What follows belongs to an exercise in optimizing a design on an open flow for a short achievable clock period and low power; a production flow would make more cautious choices. No functional check of the RTL was part of any run shown here. The clock port is modelled as an ideal driver; clocking choices that lean on that would not hold on a real chip. Power is estimated from default activity; no workload was simulated.

### config.mk
export PLATFORM = sky130hd
export DESIGN_NAME = macs_axi4s
export DESIGN_NICKNAME = macs_axi4s
export VERILOG_FILES = /design/flow/design.v
export SDC_FILE = /design/flow/constraint.sdc
export NUM_CORES = 4
export LEC_CHECK = 0
export CAP_MARGIN = 0
export CORE_MARGIN = 2
export CORE_UTILIZATION = 40
export CTS_BUF_LIST = sky130_fd_sc_hd__clkbuf_4 sky130_fd_sc_hd__clkbuf_8
export GPL_ROUTABILITY_DRIVEN = 0
export GPL_TIMING_DRIVEN = 0
export SETUP_SLACK_MARGIN = 0.1
export SLEW_MARGIN = 0
export SYNTH_HIERARCHICAL = 1
### constraint.sdc
create_clock -name core_clock -period 5.0 [get_ports {clk}]
set_input_delay 1.0000 -clock core_clock [delete_from_list [all_inputs] [get_ports {clk}]]
set_output_delay 1.0000 -clock core_clock [all_outputs]
set_load 0.01 [all_outputs]
### design.v
`timescale 1ns / 1ps
module mac_en (
    input s_axis_tvalid, input m_axis_tready, input reset,
    output en
);
    assign en = s_axis_tvalid & m_axis_tready & reset;
endmodule
module mac_iso (
    input en,
    input [7:0] a, input [7:0] b,
    output [7:0] ya, output [7:0] yb
);
    assign ya = a & {8{en}};
    assign yb = b & {8{en}};
endmodule
module mac_axi4s (
    input clk, input reset,
    input s_axis_tvalid, input m_axis_tready,
    input [7:0] data, input [7:0] weight,
    output [15:0] acc
);
    wire en;
    wire [7:0] d, w;
    mac_en acc_en (.s_axis_tvalid(s_axis_tvalid), .m_axis_tready(m_axis_tready), .reset(reset), .en(en));
    mac_iso iso (.en(en), .a(data), .b(weight), .ya(d), .yb(w));
    reg [15:0] s;
    reg [0:0] c;
    wire [7:0] pp0 = d & {8{w[0]}};
    wire [7:0] pp1 = d & {8{w[1]}};
    wire [7:0] pp2 = d & {8{w[2]}};
    wire [7:0] pp3 = d & {8{w[3]}};
    wire [7:0] pp4 = d & {8{w[4]}};
    wire [7:0] pp5 = d & {8{w[5]}};
    wire [7:0] pp6 = d & {8{w[6]}};
    wire [7:0] pp7 = d & {8{w[7]}};
    wire t1 = pp0[5] ^ pp1[4];
    wire u2 = pp0[5] & pp1[4];
    wire t3 = pp0[6] ^ pp1[5] ^ pp2[4];
    wire u4 = (pp0[6] & pp1[5]) | (pp0[6] & pp2[4]) | (pp1[5] & pp2[4]);
    wire t5 = pp3[3] ^ pp4[2];
    wire u6 = pp3[3] & pp4[2];
    wire t7 = pp0[7] ^ pp1[6] ^ pp2[5];
    wire u8 = (pp0[7] & pp1[6]) | (pp0[7] & pp2[5]) | (pp1[6] & pp2[5]);
    wire t9 = pp3[4] ^ pp4[3] ^ pp5[2];
    wire u10 = (pp3[4] & pp4[3]) | (pp3[4] & pp5[2]) | (pp4[3] & pp5[2]);
    wire t11 = pp6[1] ^ pp7[0];
    wire u12 = pp6[1] & pp7[0];
    wire t13 = pp1[7] ^ pp2[6] ^ pp3[5];
    wire u14 = (pp1[7] & pp2[6]) | (pp1[7] & pp3[5]) | (pp2[6] & pp3[5]);
    wire t15 = pp4[4] ^ pp5[3] ^ pp6[2];
    wire u16 = (pp4[4] & pp5[3]) | (pp4[4] & pp6[2]) | (pp5[3] & pp6[2]);
    wire t17 = pp7[1] ^ s[8];
    wire u18 = pp7[1] & s[8];
    wire t19 = pp2[7] ^ pp3[6] ^ pp4[5];
    wire u20 = (pp2[7] & pp3[6]) | (pp2[7] & pp4[5]) | (pp3[6] & pp4[5]);
    wire t21 = pp5[4] ^ pp6[3] ^ pp7[2];
    wire u22 = (pp5[4] & pp6[3]) | (pp5[4] & pp7[2]) | (pp6[3] & pp7[2]);
    wire t23 = pp3[7] ^ pp4[6] ^ pp5[5];
    wire u24 = (pp3[7] & pp4[6]) | (pp3[7] & pp5[5]) | (pp4[6] & pp5[5]);
    wire t25 = pp4[7] ^ pp5[6];
    wire u26 = pp4[7] & pp5[6];
    wire t27 = pp0[3] ^ pp1[2];
    wire u28 = pp0[3] & pp1[2];
    wire t29 = pp0[4] ^ pp1[3] ^ pp2[2];
    wire u30 = (pp0[4] & pp1[3]) | (pp0[4] & pp2[2]) | (pp1[3] & pp2[2]);
    wire t31 = pp3[1] ^ pp4[0];
    wire u32 = pp3[1] & pp4[0];
    wire t33 = t1 ^ pp2[3] ^ pp3[2];
    wire u34 = (t1 & pp2[3]) | (t1 & pp3[2]) | (pp2[3] & pp3[2]);
    wire t35 = pp4[1] ^ pp5[0] ^ s[5];
    wire u36 = (pp4[1] & pp5[0]) | (pp4[1] & s[5]) | (pp5[0] & s[5]);
    wire t37 = u2 ^ t3 ^ t5;
    wire u38 = (u2 & t3) | (u2 & t5) | (t3 & t5);
    wire t39 = pp5[1] ^ pp6[0] ^ s[6];
    wire u40 = (pp5[1] & pp6[0]) | (pp5[1] & s[6]) | (pp6[0] & s[6]);
    wire t41 = u4 ^ u6 ^ t7;
    wire u42 = (u4 & u6) | (u4 & t7) | (u6 & t7);
    wire t43 = t9 ^ t11 ^ s[7];
    wire u44 = (t9 & t11) | (t9 & s[7]) | (t11 & s[7]);
    wire t45 = u8 ^ u10 ^ u12;
    wire u46 = (u8 & u10) | (u8 & u12) | (u10 & u12);
    wire t47 = t13 ^ t15 ^ t17;
    wire u48 = (t13 & t15) | (t13 & t17) | (t15 & t17);
    wire t49 = u14 ^ u16 ^ u18;
    wire u50 = (u14 & u16) | (u14 & u18) | (u16 & u18);
    wire t51 = t19 ^ t21 ^ s[9];
    wire u52 = (t19 & t21) | (t19 & s[9]) | (t21 & s[9]);
    wire t53 = u20 ^ u22 ^ t23;
    wire u54 = (u20 & u22) | (u20 & t23) | (u22 & t23);
    wire t55 = pp6[4] ^ pp7[3] ^ s[10];
    wire u56 = (pp6[4] & pp7[3]) | (pp6[4] & s[10]) | (pp7[3] & s[10]);
    wire t57 = u24 ^ t25 ^ pp6[5];
    wire u58 = (u24 & t25) | (u24 & pp6[5]) | (t25 & pp6[5]);
    wire t59 = pp7[4] ^ s[11] ^ c[0];
    wire u60 = (pp7[4] & s[11]) | (pp7[4] & c[0]) | (s[11] & c[0]);
    wire t61 = u26 ^ pp5[7] ^ pp6[6];
    wire u62 = (u26 & pp5[7]) | (u26 & pp6[6]) | (pp5[7] & pp6[6]);
    wire t63 = pp7[5] ^ s[12];
    wire u64 = pp7[5] & s[12];
    wire t65 = pp6[7] ^ pp7[6];
    wire u66 = pp6[7] & pp7[6];
    wire t67 = pp0[2] ^ pp1[1];
    wire u68 = pp0[2] & pp1[1];
    wire t69 = t27 ^ pp2[1] ^ pp3[0];
    wire u70 = (t27 & pp2[1]) | (t27 & pp3[0]) | (pp2[1] & pp3[0]);
    wire t71 = u28 ^ t29 ^ t31;
    wire u72 = (u28 & t29) | (u28 & t31) | (t29 & t31);
    wire t73 = u30 ^ u32 ^ t33;
    wire u74 = (u30 & u32) | (u30 & t33) | (u32 & t33);
    wire t75 = u34 ^ u36 ^ t37;
    wire u76 = (u34 & u36) | (u34 & t37) | (u36 & t37);
    wire t77 = u38 ^ u40 ^ t41;
    wire u78 = (u38 & u40) | (u38 & t41) | (u40 & t41);
    wire t79 = u42 ^ u44 ^ t45;
    wire u80 = (u42 & u44) | (u42 & t45) | (u44 & t45);
    wire t81 = u46 ^ u48 ^ t49;
    wire u82 = (u46 & u48) | (u46 & t49) | (u48 & t49);
    wire t83 = u50 ^ u52 ^ t53;
    wire u84 = (u50 & u52) | (u50 & t53) | (u52 & t53);
    wire t85 = u54 ^ u56 ^ t57;
    wire u86 = (u54 & u56) | (u54 & t57) | (u56 & t57);
    wire t87 = u58 ^ u60 ^ t61;
    wire u88 = (u58 & u60) | (u58 & t61) | (u60 & t61);
    wire t89 = u62 ^ u64 ^ t65;
    wire u90 = (u62 & u64) | (u62 & t65) | (u64 & t65);
    wire t91 = u66 ^ pp7[7];
    wire u92 = u66 & pp7[7];
    wire t93 = pp0[1] ^ pp1[0];
    wire u94 = pp0[1] & pp1[0];
    wire t95 = t67 ^ pp2[0] ^ s[2];
    wire u96 = (t67 & pp2[0]) | (t67 & s[2]) | (pp2[0] & s[2]);
    wire t97 = u68 ^ t69 ^ s[3];
    wire u98 = (u68 & t69) | (u68 & s[3]) | (t69 & s[3]);
    wire t99 = u70 ^ t71 ^ s[4];
    wire u100 = (u70 & t71) | (u70 & s[4]) | (t71 & s[4]);
    wire t101 = u72 ^ t73 ^ t35;
    wire u102 = (u72 & t73) | (u72 & t35) | (t73 & t35);
    wire t103 = u74 ^ t75 ^ t39;
    wire u104 = (u74 & t75) | (u74 & t39) | (t75 & t39);
    wire t105 = u76 ^ t77 ^ t43;
    wire u106 = (u76 & t77) | (u76 & t43) | (t77 & t43);
    wire t107 = u78 ^ t79 ^ t47;
    wire u108 = (u78 & t79) | (u78 & t47) | (t79 & t47);
    wire t109 = u80 ^ t81 ^ t51;
    wire u110 = (u80 & t81) | (u80 & t51) | (t81 & t51);
    wire t111 = u82 ^ t83 ^ t55;
    wire u112 = (u82 & t83) | (u82 & t55) | (t83 & t55);
    wire t113 = u84 ^ t85 ^ t59;
    wire u114 = (u84 & t85) | (u84 & t59) | (t85 & t59);
    wire t115 = u86 ^ t87 ^ t63;
    wire u116 = (u86 & t87) | (u86 & t63) | (t87 & t63);
    wire t117 = u88 ^ t89 ^ s[13];
    wire u118 = (u88 & t89) | (u88 & s[13]) | (t89 & s[13]);
    wire t119 = u90 ^ t91 ^ s[14];
    wire u120 = (u90 & t91) | (u90 & s[14]) | (t91 & s[14]);
    wire t121 = u92 ^ s[15];
    wire u122 = u92 & s[15];
    wire [15:0] x = {u120, u118, u116, u114, u112, u110, u108, u106, u104, u102, u100, u98, u96, u94, t93, pp0[0]};
    wire [15:0] y = {t121, t119, t117, t115, t113, t111, t109, t107, t105, t103, t101, t99, t97, t95, s[1], s[0]};
    wire [11:0] blk0 = {1'b0, x[10:0]} + {1'b0, y[10:0]};
    wire [5:0] blk1 = {1'b0, x[15:11]} + {1'b0, y[15:11]};
    wire [15:0] s_next = {blk1[4:0], blk0[10:0]};
    wire [0:0] c_next = {blk0[11]};
    assign acc = s + ({15'd0, c[0]} << 11);
    always @(posedge clk)
        if (en) begin
            s <= s_next;
            c <= c_next;
        end else begin
            s <= s & {16{reset}};
            c <= c & {1{reset}};
        end
endmodule
`timescale 1ns / 1ps
module macs_axi4s #(
    parameter NUM_MACS = 8
) (
    input reset,
    input clk,
    input wire s_axis_tvalid,
    output reg s_axis_tready,
    input wire [127:0] s_axis_tdata,    
    output wire [127:0] m_axis_tdata,   
    output reg m_axis_tvalid,
    input wire m_axis_tready,
    input wire [15:0] s_axis_tkeep,
    output wire [15:0] m_axis_tkeep,
    input wire s_axis_tlast,
    output reg m_axis_tlast
);
    assign m_axis_tkeep = 16'hffff;
    always @(posedge clk) begin
        m_axis_tlast <= s_axis_tlast;
        if (!reset) begin
            s_axis_tready <= 1'b0;
            m_axis_tvalid <= 1'b0;
        end else begin
            s_axis_tready <= m_axis_tready;
            m_axis_tvalid <= s_axis_tvalid;
        end
    end
    genvar i;
    generate
        for (i = 0; i < NUM_MACS; i = i + 1) begin : lane
            mac_axi4s mac_i (
                .clk(clk), .reset(reset),
                .s_axis_tvalid(s_axis_tvalid), .m_axis_tready(m_axis_tready),
                .data(s_axis_tdata[16*i +: 8]), .weight(s_axis_tdata[16*i+8 +: 8]),
                .acc(m_axis_tdata[16*i +: 16]));
        end
    endgenerate
endmodule
### flow/run.sh
#!/bin/bash
# Own layout flow: the standard flow, run in two parts.
#  1. the standard synthesis, unchanged;
#  2. the rest of the standard flow, with the clock tree built by flow/pre_cts.tcl
#     (sourced by ORFS before its CTS step, which it then leaves alone), plus any extra
#     ORFS make variables listed one per line in flow/extra_vars.txt.
# Each part's full output goes to its own log file in the work folder.
set -euo pipefail
bash standard.sh synth > flow_synth.log 2>&1
CTS="-sink_clustering_enable -repair_clock_nets -dont_use_dummy_load"
CTS="$CTS -buf_list {sky130_fd_sc_hd__clkbuf_4 sky130_fd_sc_hd__clkbuf_8}"
EXTRA=()
if [[ -f flow/extra_vars.txt ]]; then
  mapfile -t EXTRA < <(grep -v '^#' flow/extra_vars.txt | grep . || true)
fi
bash standard.sh "CTS_ARGS=$CTS" "PRE_CTS_TCL=$(pwd)/flow/pre_cts.tcl" "${EXTRA[@]}" finish > flow_layout.log 2>&1
### flow/extra_vars.txt
RECOVER_POWER=100
BUFFER_PORTS_ARGS=-buffer_cell sky130_fd_sc_hd__buf_1
### flow/pre_cts.tcl
# Clock tree built by hand, sourced before CTS (PRE_CTS_TCL). The clock port drives a few
# mid-level buffers; each drives a group of leaf buffers, and each leaf drives one cluster
# of flip-flops found by capacitated k-means on their placed positions. TritonCTS is then
# told to skip these nets, so it adds nothing.
# Build a two-level clock tree by hand: the clock port drives NLEAF leaf buffers
# directly; each leaf drives one cluster of flip-flops (k-means on their positions).
proc my_clock_tree {nleaf master_name {nmid 0} {mid_master ""}} {
  set db [ord::get_db]
  set block [ord::get_db_block]
  set master [$db findMaster $master_name]
  set clknet [$block findNet clk]
  set sinks {}
  foreach it [$clknet getITerms] {
    if {[$it isInputSignal] || [[$it getMTerm] getSigType] eq "CLOCK" || [$it isClocked]} { lappend sinks $it }
  }
  set pts {}
  foreach it $sinks {
    set b [[$it getInst] getBBox]
    lappend pts [list [expr {([$b xMin]+[$b xMax])/2}] [expr {([$b yMin]+[$b yMax])/2}]]
  }
  set n [llength $pts]
  # init centers: spread along sorted x then y
  set order [lsort -integer -indices [lmap p $pts {expr {[lindex $p 0]*7 + [lindex $p 1]}}]]
  set cs {}
  for {set k 0} {$k < $nleaf} {incr k} {
    lappend cs [lindex $pts [lindex $order [expr {int(($k+0.5)*$n/$nleaf)}]]]
  }
  set cap [expr {int(ceil(double($n)/$nleaf)) + 2}]
  for {set iter 0} {$iter < 30} {incr iter} {
    # capacitated assignment: greedy by distance
    set pairs {}
    for {set i 0} {$i < $n} {incr i} {
      set p [lindex $pts $i]
      for {set k 0} {$k < $nleaf} {incr k} {
        set c [lindex $cs $k]
        lappend pairs [list [expr {abs([lindex $p 0]-[lindex $c 0]) + abs([lindex $p 1]-[lindex $c 1])}] $i $k]
      }
    }
    set pairs [lsort -real -index 0 $pairs]
    set asg [lrepeat $n -1]
    set cnt [lrepeat $nleaf 0]
    foreach pr $pairs {
      lassign $pr d i k
      if {[lindex $asg $i] >= 0} continue
      if {[lindex $cnt $k] >= $cap} continue
      lset asg $i $k
      lset cnt $k [expr {[lindex $cnt $k]+1}]
    }
    set sx [lrepeat $nleaf 0]; set sy [lrepeat $nleaf 0]
    for {set i 0} {$i < $n} {incr i} {
      set k [lindex $asg $i]
      lset sx $k [expr {[lindex $sx $k] + [lindex $pts $i 0]}]
      lset sy $k [expr {[lindex $sy $k] + [lindex $pts $i 1]}]
    }
    set cs {}
    for {set k 0} {$k < $nleaf} {incr k} {
      set m [expr {max(1,[lindex $cnt $k])}]
      lappend cs [list [expr {[lindex $sx $k]/$m}] [expr {[lindex $sy $k]/$m}]]
    }
  }
  for {set k 0} {$k < $nleaf} {incr k} {
    set inst [odb::dbInst_create $block $master "clkleaf_$k"]
    set net [odb::dbNet_create $block "clknet_leaf_$k"]
    $net setSigType CLOCK
    [$inst findITerm A] connect $clknet
    [$inst findITerm X] connect $net
    $inst setOrigin [expr {int([lindex $cs $k 0])}] [expr {int([lindex $cs $k 1])}]
    $inst setPlacementStatus PLACED
    set leafnet($k) $net
  }
  for {set i 0} {$i < $n} {incr i} {
    set it [lindex $sinks $i]
    $it disconnect
    $it connect $leafnet([lindex $asg $i])
  }
  puts "my_clock_tree: $n sinks, $nleaf leaves, sizes $cnt"
  if {$nmid > 0} {
    # second level: group the leaves under nmid mid buffers driven by the port
    set mm [$db findMaster $mid_master]
    set per [expr {int(ceil(double($nleaf)/$nmid))}]
    # order leaves by angle around the die centre so that groups are compact
    set cx 0; set cy 0
    foreach c $cs { set cx [expr {$cx + [lindex $c 0]}]; set cy [expr {$cy + [lindex $c 1]}] }
    set cx [expr {$cx/$nleaf}]; set cy [expr {$cy/$nleaf}]
    set ang {}
    for {set k 0} {$k < $nleaf} {incr k} { lappend ang [expr {atan2([lindex $cs $k 1]-$cy, [lindex $cs $k 0]-$cx)}] }
    set ord [lsort -real -indices $ang]
    for {set m 0} {$m < $nmid} {incr m} {
      set inst [odb::dbInst_create $block $mm "clkmid_$m"]
      set net [odb::dbNet_create $block "clknet_mid_$m"]
      $net setSigType CLOCK
      [$inst findITerm A] connect $clknet
      [$inst findITerm X] connect $net
      set mx 0; set my 0; set nm 0
      foreach k [lrange $ord [expr {$m*$per}] [expr {min($nleaf, ($m+1)*$per) - 1}]] {
        set li [$block findInst "clkleaf_$k"]
        [$li findITerm A] disconnect
        [$li findITerm A] connect $net
        set mx [expr {$mx + [lindex $cs $k 0]}]; set my [expr {$my + [lindex $cs $k 1]}]; incr nm
      }
      $inst setOrigin [expr {int($mx/$nm)}] [expr {int($my/$nm)}]
      $inst setPlacementStatus PLACED
    }
    puts "my_clock_tree: $nmid mid buffers"
  }
}

my_clock_tree 12 sky130_fd_sc_hd__clkbuf_8 4 sky130_fd_sc_hd__clkbuf_2
global_connect
set skip [list clk]
foreach n [[ord::get_db_block] getNets] {
  if {[string match clknet_* [$n getName]]} { lappend skip [$n getName] }
}
set_cts_config -skip_nets $skip
set_propagated_clock [all_clocks]
### standard.sh
#!/bin/bash
# synth_recipe.tcl (not shown) runs the flow's synth.tcl, then flattens the netlist and writes it again
# the make line also repeats each setting of config.mk as NAME=value (left out here)
make -C /OpenROAD-flow-scripts/flow DESIGN_CONFIG=/design/flow/config.mk WORK_HOME=/design/flow/orfs CLKGATE_MAP_FILE= SYNTH_SCRIPT=/design/flow/synth_recipe.tcl "${@:-finish}"
==> impl_metrics.env, run 1 <==
export IMPL_status="failed layout checks"
export IMPL_so_faults="capacitance limit, slew limit"
export IMPL_whs_ps=482
export IMPL_die_w_um=258
export IMPL_grt_first_pass_wirelength_mm=104
export IMPL_worstSetupStartpointType="input port"
export IMPL_clkLatencyLatePin_ps=500
export IMPL_num_rows=93
export IMPL_ys_ff_latch=139
export IMPL_setup_viol=0
export IMPL_grt_max_degree=27
export IMPL_timing_final_crit_period_ps=4890
export IMPL_yosysUniqueCellTypes=40
export IMPL_io_pins=296
export IMPL_async_reset_ff_frac=0
export IMPL_core_area_mm2=0.0641
export IMPL_instances_no_fill=4160
export IMPL_hold_end="lane[0].mac_i.s[2]"
export IMPL_synth_area_mm2=0.0258
export IMPL_nNetsFinal=4082
export IMPL_cts_hold_buf=0
export IMPL_hold_start="lane[0].mac_i.s[2]"
export IMPL_synth_area_per_cell_um2=8.69
export IMPL_die_area_mm2=0.0665
export IMPL_power_density_mw_per_mm2=77.0
export IMPL_rr_startpoint="lane[6].mac_i.s[8]"
export IMPL_routed_wl_mm=62.7
export IMPL_reg2reg_slack_ps=1240
export IMPL_port_buffers=263
export IMPL_dr_first_iter_drc_count=804
export IMPL_max_freq_mhz=204
export IMPL_reg2reg_depth=14
export IMPL_syn_instance_count=2966
export IMPL_arrival_ps=5160
export IMPL_synthFlopType="dfxtp_1"
export IMPL_ys_warn_count=8
export IMPL_overflow=0
export IMPL_min_path_type="reg2reg"
export IMPL_first_pass_iters=5
export IMPL_cap_viol_max_count=1
export IMPL_rsz0062_at_grt="true"
export IMPL_crit_type="in2reg"
export IMPL_drc=0
export IMPL_leakage_uw=0.0143
export IMPL_via_per_inst=4.72
export IMPL_die_y_um=258
export IMPL_area_growth_pct=13.3
export IMPL_seq_area_frac_synth=0.108
export IMPL_start_util=0.402
export IMPL_vias=19648
export IMPL_fin_skew_ps=81.8
export IMPL_whs_path_depth=2
export IMPL_worstMarginPinSlew_ps=1500
export IMPL_worstPathRequired_ps=5270
export IMPL_setup_worst_path_end_class="flip-flop"
export IMPL_grt_pass1_vias=20375
export IMPL_slew_headroom=-0.00105
export IMPL_grt_use_total=0.189
export IMPL_timing_rr_end="lane[6].mac_i.s[10]"
export IMPL_period_share=0.978
export IMPL_setup_tns_ps=0
export IMPL_critPathMaxFanout=7
export IMPL_hold_violations=0
export IMPL_synth_edff_count=0
export IMPL_place_inst=4099
export IMPL_grt_antenna_before_repair=4
export IMPL_drive_gt1_frac=0.140
export IMPL_path_clk_slew_ps=90
export IMPL_irDropWorstVdd_mv=0.0984
export IMPL_ant_nets=0
export IMPL_slew_violations=13
export IMPL_drt_wirelength_per_cell_um=15.1
export IMPL_dp_hpwl_mm=51.1
export IMPL_total_power_uw=2250
export IMPL_fillerInstances=6468
-- cell type report --
class | count | area (µm²) | area share
Tap cell | 855 | 1070 | 0.0366
Timing Repair Buffer | 302 | 1340 | 0.0458
Sequential cell | 139 | 2780 | 0.0953
Inverter | 640 | 2400 | 0.0823
Multi-Input combinational cell | 2058 | 20500 | 0.702
Buffer | 160 | 1100 | 0.0378
Antenna cell | 6 | 15.0 | 0.000514
-- per-stage QoR --
step	cell area, µm²	util	setup WS (ps)
2_1_floorplan	26400	-	94.7
3_3_place_gp	28400	0.443	-2220
3_5_place_dp	28400	0.443	-1290
4_1_cts	28800	0.449	42.9
5_1_grt	29200	0.455	-1.81
6_report	29200	0.456	108
-- worst max path at each step --
stage / start / cells after the start / slack, ps / endpoint
detailed placement: s_axis_tvalid / 18 / -1290 / lane[5].mac_i.s[10]
finish: reset / 19 / 110 / lane[4].mac_i.s[9]
CTS: reset / 18 / 40 / lane[5].mac_i.s[10]
global route: reset / 19 / -2 / lane[4].mac_i.s[9]
floorplan: m_axis_tready / 18 / 90 / lane[0].mac_i.s[9]
global placement: reset / 18 / -2220 / lane[3].mac_i.s[10]
-- routing by layer --
layer	vias to the layer above	global-route usage	part of all wire
met5	-	0	0.00021
met4	2	0.0360	0.022
met3	74	0.0163	0.036
met2	317	0.325	0.48
met1	9622	0.261	0.46
li1	9633	-	-
-- logic make-up (layout without fill, tap and decap cells) --
kind of cell	Yosys count	after routing	share of synthesized area
AO/OA/AOI/OAI	312	312	0.0850
adder cells (fa/ha/maj)	632	632	0.421
XOR/XNOR	104	104	0.0353
other	1	22	0.000145
buffers and inverters	784	1102	0.132
AND/OR/NAND/NOR	986	986	0.216
multiplexers	8	8	0.00311
flip-flops	139	139	0.108
-- registers in the layout (all words and copies together), names as in the netlist --
name and cells:
m_axis_tvalid 1, m_axis_tlast 1, lane.mac_i.c 8, lane.mac_i.s 128, s_axis_tready 1
-- worst max-delay path: stages --
cell and delay (ps):
buf_16 140, and3_4 200, buf_6 130, and2_4 170, and2_4 160, fa_1 510
inv_2 40, fa_1 470, inv_1 50, fa_1 480, inv_1 50, fa_1 480
inv_2 40, ha_4 230, and2_4 140, nor2_2 140, o21ai_2 80, or3_1 370
a32o_1 250
-- power breakdown --
group / switching (µW) / internal [µW] / leakage, µW
logic: 262 / 177 / 0.0131
clock network: 445 / 235 / 0.000103
registers: 12.6 / 1120 / 0.00112
-- synthesized netlist by cell type, drive strengths merged, types with 32 or more instances --
master / instances / area (µm²)
a22o: 32 / 280
nand3: 32 / 160
xnor2: 64 / 561
ha: 240 / 3000
inv: 640 / 2400
buf: 112 / 871
fa: 392 / 7850
dfxtp: 139 / 2780
nand2: 208 / 781
clkbuf: 32 / 120
o21ai: 88 / 440
and2: 586 / 3800
nor2: 88 / 330
xor2: 40 / 350
a21oi: 64 / 350
-- modules after synthesis, one instance, submodules excluded --
module | area (µm²) | cells | times used | flip-flops and latches
mac_axi4s | 3070 | 350 | 8 | 17
macs_axi4s | 196 | 22 | 1 | 3
mac_iso | 126 | 17 | 8 | 0
mac_en | 6.26 | 1 | 8 | 0
-- placed cells by master (no fill, tap or decap), types with 40 or more instances in the layout --
master    Yosys  final
nand2_1     208    198
clkbuf_1     32     59
fa_1        392    369
buf_4       104     49
nor2_1       88     79
and2_1      482    401
buf_1         0    256
dfxtp_1     139    139
and2_4        0    107
ha_1        240    208
xnor2_1      64     56
inv_1       640    625
and2_2      104     52
a21oi_1      56     54
o21ai_0      64     61
xor2_1       40     40
clkbuf_4      0     69
-- timing repair --
| item | CTS | global route |
|---|---|---|
| pin swaps | 10 | 46 |
| gates cloned | 0 | 4 |
| resized for setup | 43 | 120 |
| setup endpoints to repair | 88 | 30 |
| setup buffers | 16 | 19 |
==> run 2: changes to the inputs <==
==> design.v (replaced) <==
`timescale 1ns / 1ps
module mac_en (
    input s_axis_tvalid, input m_axis_tready, input reset,
    output en
);
    assign en = s_axis_tvalid & m_axis_tready & reset;
endmodule
module mac_iso (
    input en,
    input [7:0] a, input [7:0] b,
    output [7:0] ya, output [7:0] yb
);
    assign ya = a & {8{en}};
    assign yb = b & {8{en}};
endmodule
module mac_axi4s (
    input clk, input reset,
    input s_axis_tvalid, input m_axis_tready,
    input [7:0] data, input [7:0] weight,
    output [15:0] acc
);
    wire en;
    wire [7:0] d, w;
    mac_en acc_en (.s_axis_tvalid(s_axis_tvalid), .m_axis_tready(m_axis_tready), .reset(reset), .en(en));
    mac_iso iso (.en(en), .a(data), .b(weight), .ya(d), .yb(w));
    reg [15:0] s;
    reg [0:0] c;
    wire [7:0] pp0 = d & {8{w[0]}};
    wire [7:0] pp1 = d & {8{w[1]}};
    wire [7:0] pp2 = d & {8{w[2]}};
    wire [7:0] pp3 = d & {8{w[3]}};
    wire [7:0] pp4 = d & {8{w[4]}};
    wire [7:0] pp5 = d & {8{w[5]}};
    wire [7:0] pp6 = d & {8{w[6]}};
    wire [7:0] pp7 = d & {8{w[7]}};
    wire t1 = pp0[5] ^ pp1[4];
    wire u2 = pp0[5] & pp1[4];
    wire t3 = pp0[6] ^ pp1[5] ^ pp2[4];
    wire u4 = (pp0[6] & pp1[5]) | (pp0[6] & pp2[4]) | (pp1[5] & pp2[4]);
    wire t5 = pp3[3] ^ pp4[2];
    wire u6 = pp3[3] & pp4[2];
    wire t7 = pp0[7] ^ pp1[6] ^ pp2[5];
    wire u8 = (pp0[7] & pp1[6]) | (pp0[7] & pp2[5]) | (pp1[6] & pp2[5]);
    wire t9 = pp3[4] ^ pp4[3] ^ pp5[2];
    wire u10 = (pp3[4] & pp4[3]) | (pp3[4] & pp5[2]) | (pp4[3] & pp5[2]);
    wire t11 = pp6[1] ^ pp7[0];
    wire u12 = pp6[1] & pp7[0];
    wire t13 = pp1[7] ^ pp2[6] ^ pp3[5];
    wire u14 = (pp1[7] & pp2[6]) | (pp1[7] & pp3[5]) | (pp2[6] & pp3[5]);
    wire t15 = pp4[4] ^ pp5[3] ^ pp6[2];
    wire u16 = (pp4[4] & pp5[3]) | (pp4[4] & pp6[2]) | (pp5[3] & pp6[2]);
    wire t17 = pp7[1] ^ s[8];
    wire u18 = pp7[1] & s[8];
    wire t19 = pp2[7] ^ pp3[6] ^ pp4[5];
    wire u20 = (pp2[7] & pp3[6]) | (pp2[7] & pp4[5]) | (pp3[6] & pp4[5]);
    wire t21 = pp5[4] ^ pp6[3] ^ pp7[2];
    wire u22 = (pp5[4] & pp6[3]) | (pp5[4] & pp7[2]) | (pp6[3] & pp7[2]);
    wire t23 = pp3[7] ^ pp4[6] ^ pp5[5];
    wire u24 = (pp3[7] & pp4[6]) | (pp3[7] & pp5[5]) | (pp4[6] & pp5[5]);
    wire t25 = pp6[4] ^ pp7[3];
    wire u26 = pp6[4] & pp7[3];
    wire t27 = pp4[7] ^ pp5[6];
    wire u28 = pp4[7] & pp5[6];
    wire t29 = pp0[3] ^ pp1[2];
    wire u30 = pp0[3] & pp1[2];
    wire t31 = pp0[4] ^ pp1[3] ^ pp2[2];
    wire u32 = (pp0[4] & pp1[3]) | (pp0[4] & pp2[2]) | (pp1[3] & pp2[2]);
    wire t33 = pp3[1] ^ pp4[0];
    wire u34 = pp3[1] & pp4[0];
    wire t35 = t1 ^ pp2[3] ^ pp3[2];
    wire u36 = (t1 & pp2[3]) | (t1 & pp3[2]) | (pp2[3] & pp3[2]);
    wire t37 = pp4[1] ^ pp5[0] ^ s[5];
    wire u38 = (pp4[1] & pp5[0]) | (pp4[1] & s[5]) | (pp5[0] & s[5]);
    wire t39 = u2 ^ t3 ^ t5;
    wire u40 = (u2 & t3) | (u2 & t5) | (t3 & t5);
    wire t41 = pp5[1] ^ pp6[0] ^ s[6];
    wire u42 = (pp5[1] & pp6[0]) | (pp5[1] & s[6]) | (pp6[0] & s[6]);
    wire t43 = u4 ^ u6 ^ t7;
    wire u44 = (u4 & u6) | (u4 & t7) | (u6 & t7);
    wire t45 = t9 ^ t11 ^ s[7];
    wire u46 = (t9 & t11) | (t9 & s[7]) | (t11 & s[7]);
    wire t47 = u8 ^ u10 ^ u12;
    wire u48 = (u8 & u10) | (u8 & u12) | (u10 & u12);
    wire t49 = t13 ^ t15 ^ t17;
    wire u50 = (t13 & t15) | (t13 & t17) | (t15 & t17);
    wire t51 = u14 ^ u16 ^ u18;
    wire u52 = (u14 & u16) | (u14 & u18) | (u16 & u18);
    wire t53 = t19 ^ t21 ^ s[9];
    wire u54 = (t19 & t21) | (t19 & s[9]) | (t21 & s[9]);
    wire t55 = u20 ^ u22 ^ t23;
    wire u56 = (u20 & u22) | (u20 & t23) | (u22 & t23);
    wire t57 = t25 ^ s[10] ^ c[0];
    wire u58 = (t25 & s[10]) | (t25 & c[0]) | (s[10] & c[0]);
    wire t59 = u24 ^ u26 ^ t27;
    wire u60 = (u24 & u26) | (u24 & t27) | (u26 & t27);
    wire t61 = pp6[5] ^ pp7[4] ^ s[11];
    wire u62 = (pp6[5] & pp7[4]) | (pp6[5] & s[11]) | (pp7[4] & s[11]);
    wire t63 = u28 ^ pp5[7] ^ pp6[6];
    wire u64 = (u28 & pp5[7]) | (u28 & pp6[6]) | (pp5[7] & pp6[6]);
    wire t65 = pp7[5] ^ s[12];
    wire u66 = pp7[5] & s[12];
    wire t67 = pp6[7] ^ pp7[6];
    wire u68 = pp6[7] & pp7[6];
    wire t69 = pp0[2] ^ pp1[1];
    wire u70 = pp0[2] & pp1[1];
    wire t71 = t29 ^ pp2[1] ^ pp3[0];
    wire u72 = (t29 & pp2[1]) | (t29 & pp3[0]) | (pp2[1] & pp3[0]);
    wire t73 = u30 ^ t31 ^ t33;
    wire u74 = (u30 & t31) | (u30 & t33) | (t31 & t33);
    wire t75 = u32 ^ u34 ^ t35;
    wire u76 = (u32 & u34) | (u32 & t35) | (u34 & t35);
    wire t77 = u36 ^ u38 ^ t39;
    wire u78 = (u36 & u38) | (u36 & t39) | (u38 & t39);
    wire t79 = u40 ^ u42 ^ t43;
    wire u80 = (u40 & u42) | (u40 & t43) | (u42 & t43);
    wire t81 = u44 ^ u46 ^ t47;
    wire u82 = (u44 & u46) | (u44 & t47) | (u46 & t47);
    wire t83 = u48 ^ u50 ^ t51;
    wire u84 = (u48 & u50) | (u48 & t51) | (u50 & t51);
    wire t85 = u52 ^ u54 ^ t55;
    wire u86 = (u52 & u54) | (u52 & t55) | (u54 & t55);
    wire t87 = u56 ^ u58 ^ t59;
    wire u88 = (u56 & u58) | (u56 & t59) | (u58 & t59);
    wire t89 = u60 ^ u62 ^ t63;
    wire u90 = (u60 & u62) | (u60 & t63) | (u62 & t63);
    wire t91 = u64 ^ u66 ^ t67;
    wire u92 = (u64 & u66) | (u64 & t67) | (u66 & t67);
    wire t93 = u68 ^ pp7[7];
    wire u94 = u68 & pp7[7];
    wire t95 = pp0[1] ^ pp1[0];
    wire u96 = pp0[1] & pp1[0];
    wire t97 = t69 ^ pp2[0] ^ s[2];
    wire u98 = (t69 & pp2[0]) | (t69 & s[2]) | (pp2[0] & s[2]);
    wire t99 = u70 ^ t71 ^ s[3];
    wire u100 = (u70 & t71) | (u70 & s[3]) | (t71 & s[3]);
    wire t101 = u72 ^ t73 ^ s[4];
    wire u102 = (u72 & t73) | (u72 & s[4]) | (t73 & s[4]);
    wire t103 = u74 ^ t75 ^ t37;
    wire u104 = (u74 & t75) | (u74 & t37) | (t75 & t37);
    wire t105 = u76 ^ t77 ^ t41;
    wire u106 = (u76 & t77) | (u76 & t41) | (t77 & t41);
    wire t107 = u78 ^ t79 ^ t45;
    wire u108 = (u78 & t79) | (u78 & t45) | (t79 & t45);
    wire t109 = u80 ^ t81 ^ t49;
    wire u110 = (u80 & t81) | (u80 & t49) | (t81 & t49);
    wire t111 = u82 ^ t83 ^ t53;
    wire u112 = (u82 & t83) | (u82 & t53) | (t83 & t53);
    wire t113 = u84 ^ t85 ^ t57;
    wire u114 = (u84 & t85) | (u84 & t57) | (t85 & t57);
    wire t115 = u86 ^ t87 ^ t61;
    wire u116 = (u86 & t87) | (u86 & t61) | (t87 & t61);
    wire t117 = u88 ^ t89 ^ t65;
    wire u118 = (u88 & t89) | (u88 & t65) | (t89 & t65);
    wire t119 = u90 ^ t91 ^ s[13];
    wire u120 = (u90 & t91) | (u90 & s[13]) | (t91 & s[13]);
    wire t121 = u92 ^ t93 ^ s[14];
    wire u122 = (u92 & t93) | (u92 & s[14]) | (t93 & s[14]);
    wire t123 = u94 ^ s[15];
    wire u124 = u94 & s[15];
    wire [15:0] x = {u122, u120, u118, u116, u114, u112, u110, u108, u106, u104, u102, u100, u98, u96, t95, pp0[0]};
    wire [15:0] y = {t123, t121, t119, t117, t115, t113, t111, t109, t107, t105, t103, t101, t99, t97, s[1], s[0]};
    wire [10:0] blk0 = {1'b0, x[9:0]} + {1'b0, y[9:0]};
    wire [6:0] blk1 = {1'b0, x[15:10]} + {1'b0, y[15:10]};
    wire [15:0] s_next = {blk1[5:0], blk0[9:0]};
    wire [0:0] c_next = {blk0[10]};
    assign acc = s + ({15'd0, c[0]} << 10);
    always @(posedge clk)
        if (en) begin
            s <= s_next;
            c <= c_next;
        end else begin
            s <= s & {16{reset}};
            c <= c & {1{reset}};
        end
endmodule
`timescale 1ns / 1ps
module macs_axi4s #(
    parameter NUM_MACS = 8
) (
    input reset,
    input clk,
    input wire s_axis_tvalid,
    output reg s_axis_tready,
    input wire [127:0] s_axis_tdata,    
    output wire [127:0] m_axis_tdata,   
    output reg m_axis_tvalid,
    input wire m_axis_tready,
    input wire [15:0] s_axis_tkeep,
    output wire [15:0] m_axis_tkeep,
    input wire s_axis_tlast,
    output reg m_axis_tlast
);
    assign m_axis_tkeep = 16'hffff;
    always @(posedge clk) begin
        m_axis_tlast <= s_axis_tlast;
        if (!reset) begin
            s_axis_tready <= 1'b0;
            m_axis_tvalid <= 1'b0;
        end else begin
            s_axis_tready <= m_axis_tready;
            m_axis_tvalid <= s_axis_tvalid;
        end
    end
    genvar i;
    generate
        for (i = 0; i < NUM_MACS; i = i + 1) begin : lane
            mac_axi4s mac_i (
                .clk(clk), .reset(reset),
                .s_axis_tvalid(s_axis_tvalid), .m_axis_tready(m_axis_tready),
                .data(s_axis_tdata[16*i +: 8]), .weight(s_axis_tdata[16*i+8 +: 8]),
                .acc(m_axis_tdata[16*i +: 16]));
        end
    endgenerate
endmodule
==> impl_metrics.env, run 2 <==
export IMPL_status="complete, no violations"
export IMPL_critPathMaxFanout=10
export IMPL_grt_antenna_before_repair=5
export IMPL_dp_hpwl_mm=50.6
export IMPL_setup_worst_path_end_class="flip-flop"
export IMPL_largestRegisters="lane.mac_i.s (128), lane.mac_i.c (8)"
export IMPL_total_power_uw=2260
export IMPL_grt_use_total=0.191
export IMPL_startpoint="reset"
export IMPL_instances_no_fill=4173
export IMPL_async_reset_ff_frac=0
export IMPL_routed_wl_mm=63.4
export IMPL_vias=19720
export IMPL_place_inst=4059
export IMPL_crit_family="adder cells"
export IMPL_synth_area_mm2=0.0256
export IMPL_power_density_mw_per_mm2=75.9
export IMPL_start_util=0.406
export IMPL_io_pins=296
export IMPL_die_y_um=257
export IMPL_cap_viol_max_count=0
export IMPL_ant_nets=0
export IMPL_fin_skew_ps=72.7
export IMPL_multiInputGateArea_mm2=0.0205
export IMPL_drt_wirelength_per_cell_um=15.2
export IMPL_nNetsFinal=4114
export IMPL_die_w_um=257
export IMPL_timing_rr_end="lane[5].mac_i.s[14]"
export IMPL_reg2reg_depth=14
export IMPL_worstSetupStartpointType="input port"
export IMPL_cp_depth=20
export IMPL_clkLatencyLatePin_ps=460
export IMPL_area_growth_pct=15.9
export IMPL_area_sequential_mm2=0.00278
export IMPL_worstMarginPinSlew_ps=922
export IMPL_critPathBufInv=7
export IMPL_via_per_inst=4.73
export IMPL_place_area_mm2=0.0281
export IMPL_drive_gt1_frac=0.150
export IMPL_grt_max_degree=15
export IMPL_hold_violations=0
export IMPL_finalInstanceArea_mm2=0.0297
export IMPL_setup_tns_ps=0
export IMPL_synth_common_cells="inv_1 (632), and2_1 (434), fa_1 (392), ha_1 (248), nand2_1 (216)"
export IMPL_cts_hold_buf=0
export IMPL_first_pass_iters=4
export IMPL_grt_pass1_vias=20493
export IMPL_rsz0062_at_grt="true"
export IMPL_whs_path_depth=2
export IMPL_synthFlopType="dfxtp_1"
export IMPL_synthTopCellsByArea="fa_1 (31%), ha_1 (12%), dfxtp_1 (11%), and2_1 (11%), inv_1 (9.3%)"
export IMPL_grt_first_pass_wirelength_mm=104
export IMPL_die_area_mm2=0.0661
export IMPL_num_rows=92
export IMPL_synth_most_common_cell="inv_1"
export IMPL_min_path_type="reg2reg"
export IMPL_reg2reg_slack_ps=1570
export IMPL_ys_ff_latch=139
export IMPL_worstPathRequired_ps=5290
export IMPL_critical_path_cell_chain="buf_16 > buf_16 > and3_4 > buf_6 > and2_4 > and2_1 > ha_1 > inv_1 > fa_1 > inv_1 > fa_1 > inv_1 > fa_1 > inv_2 > ha_4 > a21oi_2 > a21boi_1 > o31a_1 > or3_1 > a32o_1"
export IMPL_yosys_area_top_type="fa_1"
export IMPL_path_clk_slew_ps=100
export IMPL_core_area_mm2=0.0632
export IMPL_overflow=0
export IMPL_synth_edff_count=0
export IMPL_crit_type="in2reg"
export IMPL_syn_instance_count=2934
export IMPL_slew_violations=0
export IMPL_setup_viol=0
export IMPL_yosysUniqueCellTypes=36
export IMPL_max_freq_mhz=204
export IMPL_crit_end="lane[4].mac_i.s[8]"
export IMPL_crit_path_max_incr_delay_ps=530
export IMPL_period_share=0.982
export IMPL_final_cell_mix="inv_1 (608), and2_1 (393), fa_1 (377)"
export IMPL_irDropWorstVdd_mv=0.104
export IMPL_final_common_cell="inv_1"
export IMPL_fillerInstances=6324
export IMPL_drc=0
export IMPL_dr_first_iter_drc_count=677
export IMPL_slew_headroom=0.385
export IMPL_timing_final_crit_period_ps=4910
export IMPL_arrival_ps=5200
export IMPL_regMostFlops="lane.mac_i.s"
export IMPL_seq_area_frac_synth=0.109
export IMPL_leakage_uw=0.0143
export IMPL_cp_slowest_cell="fa_1"
export IMPL_largest_reg_flops=128
export IMPL_rr_startpoint="lane[5].mac_i.s[8]"
export IMPL_yosys_area_top_type_share=0.306
export IMPL_ys_warn_count=8
export IMPL_synth_area_per_cell_um2=8.74
export IMPL_port_buffers=263
## run 2: cell types whose count changed after synthesis, moves of 16 or more
cell	before	now
a211oi_1	8	24
and2_1	482	434
nor2_1	88	40
o21ai_0	64	136
o21ai_1	24	0
xor2_1	40	72
## run 2: per-module statistics from Yosys (local to each module, per instance)
| module | flops+latches | cells inside | area, µm² |
|---|---|---|---|
| mac_axi4s | 17 | 346 | 3050 |
| mac_iso | 0 | 17 | 126 |
| mac_en | 0 | 1 | 6.26 |
| macs_axi4s | 3 | 22 | 196 |
## run 2: metal layers
metal  global-route usage  vias to the layer above  share of wire  routed length, µm
met5                    0                        -        0.00090                 57
met4               0.0375                        8          0.023               1440
met3               0.0167                       78          0.030               1890
met2                0.345                      234           0.50              31400
met1                0.249                     9694           0.45              28600
li1                     -                     9706              -                  -
## run 2: cells by family (layout without fill, tap and decap cells)
kind of cell	count (synthesis)	in the layout	share of synthesized area
adder cells (fa/ha/maj)	640	640	0.427
AND/OR/NAND/NOR	882	882	0.195
XOR/XNOR	136	136	0.0465
other	1	20	0.000146
AO/OA/AOI/OAI	376	376	0.0949
flip-flops	139	139	0.109
buffers and inverters	760	1134	0.128
## run 2: power breakdown
| group | total, µW | switching [µW] | leakage, µW | internal [µW] |
|---|---|---|---|---|
| registers | 1130 | 10.1 | 0.00112 | 1110 |
| logic | 458 | 263 | 0.0131 | 195 |
| clock network | 673 | 438 | 0.000103 | 235 |
## run 2: how the worst min path moves through the flow
stage / startpoint / end / slack (ps)
2_1_floorplan: lane[0].mac_i.s[2] / lane[0].mac_i.s[2] / 450
3_3_place_gp: lane[7].mac_i.s[2] / lane[7].mac_i.s[2] / 470
3_5_place_dp: lane[2].mac_i.s[3] / lane[2].mac_i.s[3] / 480
4_1_cts: lane[2].mac_i.s[3] / lane[2].mac_i.s[3] / 490
5_1_grt: lane[1].mac_i.s[2] / lane[1].mac_i.s[2] / 520
6_report: lane[1].mac_i.s[2] / lane[1].mac_i.s[2] / 490
## run 2: cell type report
class | count | area share
multi-input cells | 2050 | 0.689
inverters | 632 | 0.0798
diodes | 4 | 0.000337
plain buffers | 144 | 0.0366
well taps | 846 | 0.0356
flip-flops and latches | 139 | 0.0937
repair buffers | 358 | 0.0651
## run 2: metrics by stage
stage                      util  worst slack [ps]  hold slack, ps
after floorplan               -               105             448
after global placement    0.444             -3140             470
after detailed placement  0.445             -1370             480
after CTS                 0.453              70.1             489
after global routing      0.470             -33.3             517
final                     0.470              89.5             486
## run 2: repair_timing
action | in CTS | in global routing
gates resized for setup | 49 | 163
setup buffers | 19 | 65
pin swaps | 6 | 115
gates cloned | 3 | 7
endpoints found under the setup margin | 90 | 43
## run 2: worst min-delay path, stage by stage (launching register included)
cell	delay, ps
dfxtp_1	330
nand2_1	50
o21ai_0	60

==> static timing again, ports no longer ideal <==
In the flow no input, the clock included, has a driving cell. The finished layouts below were timed again as built, in two steps.
Step 1 assumes that a clkbuf_16 drives the clock port and a buf_2 every other input.
Step 2 moves the port delays by t, midway between the first and last clock arrival at a register: inputs arrive t later, outputs are due t later. That takes back most of the time a late clock gives input paths.
Slacks: ideal ports / drivers / drivers and shift; pairs: ideal ports / drivers.
run | t, ns | setup WS [ns] | cell pins on the clock port's net
run 1 | 0.539 | 0.108 / 0.004 / -0.535 | 4
run 2 | 0.527 | 0.090 / -0.010 / -0.537 | 4
For run 1, which loses most, drivers alone change the setup slack by -0.104 ns; drivers and shift together by -0.643 ns.
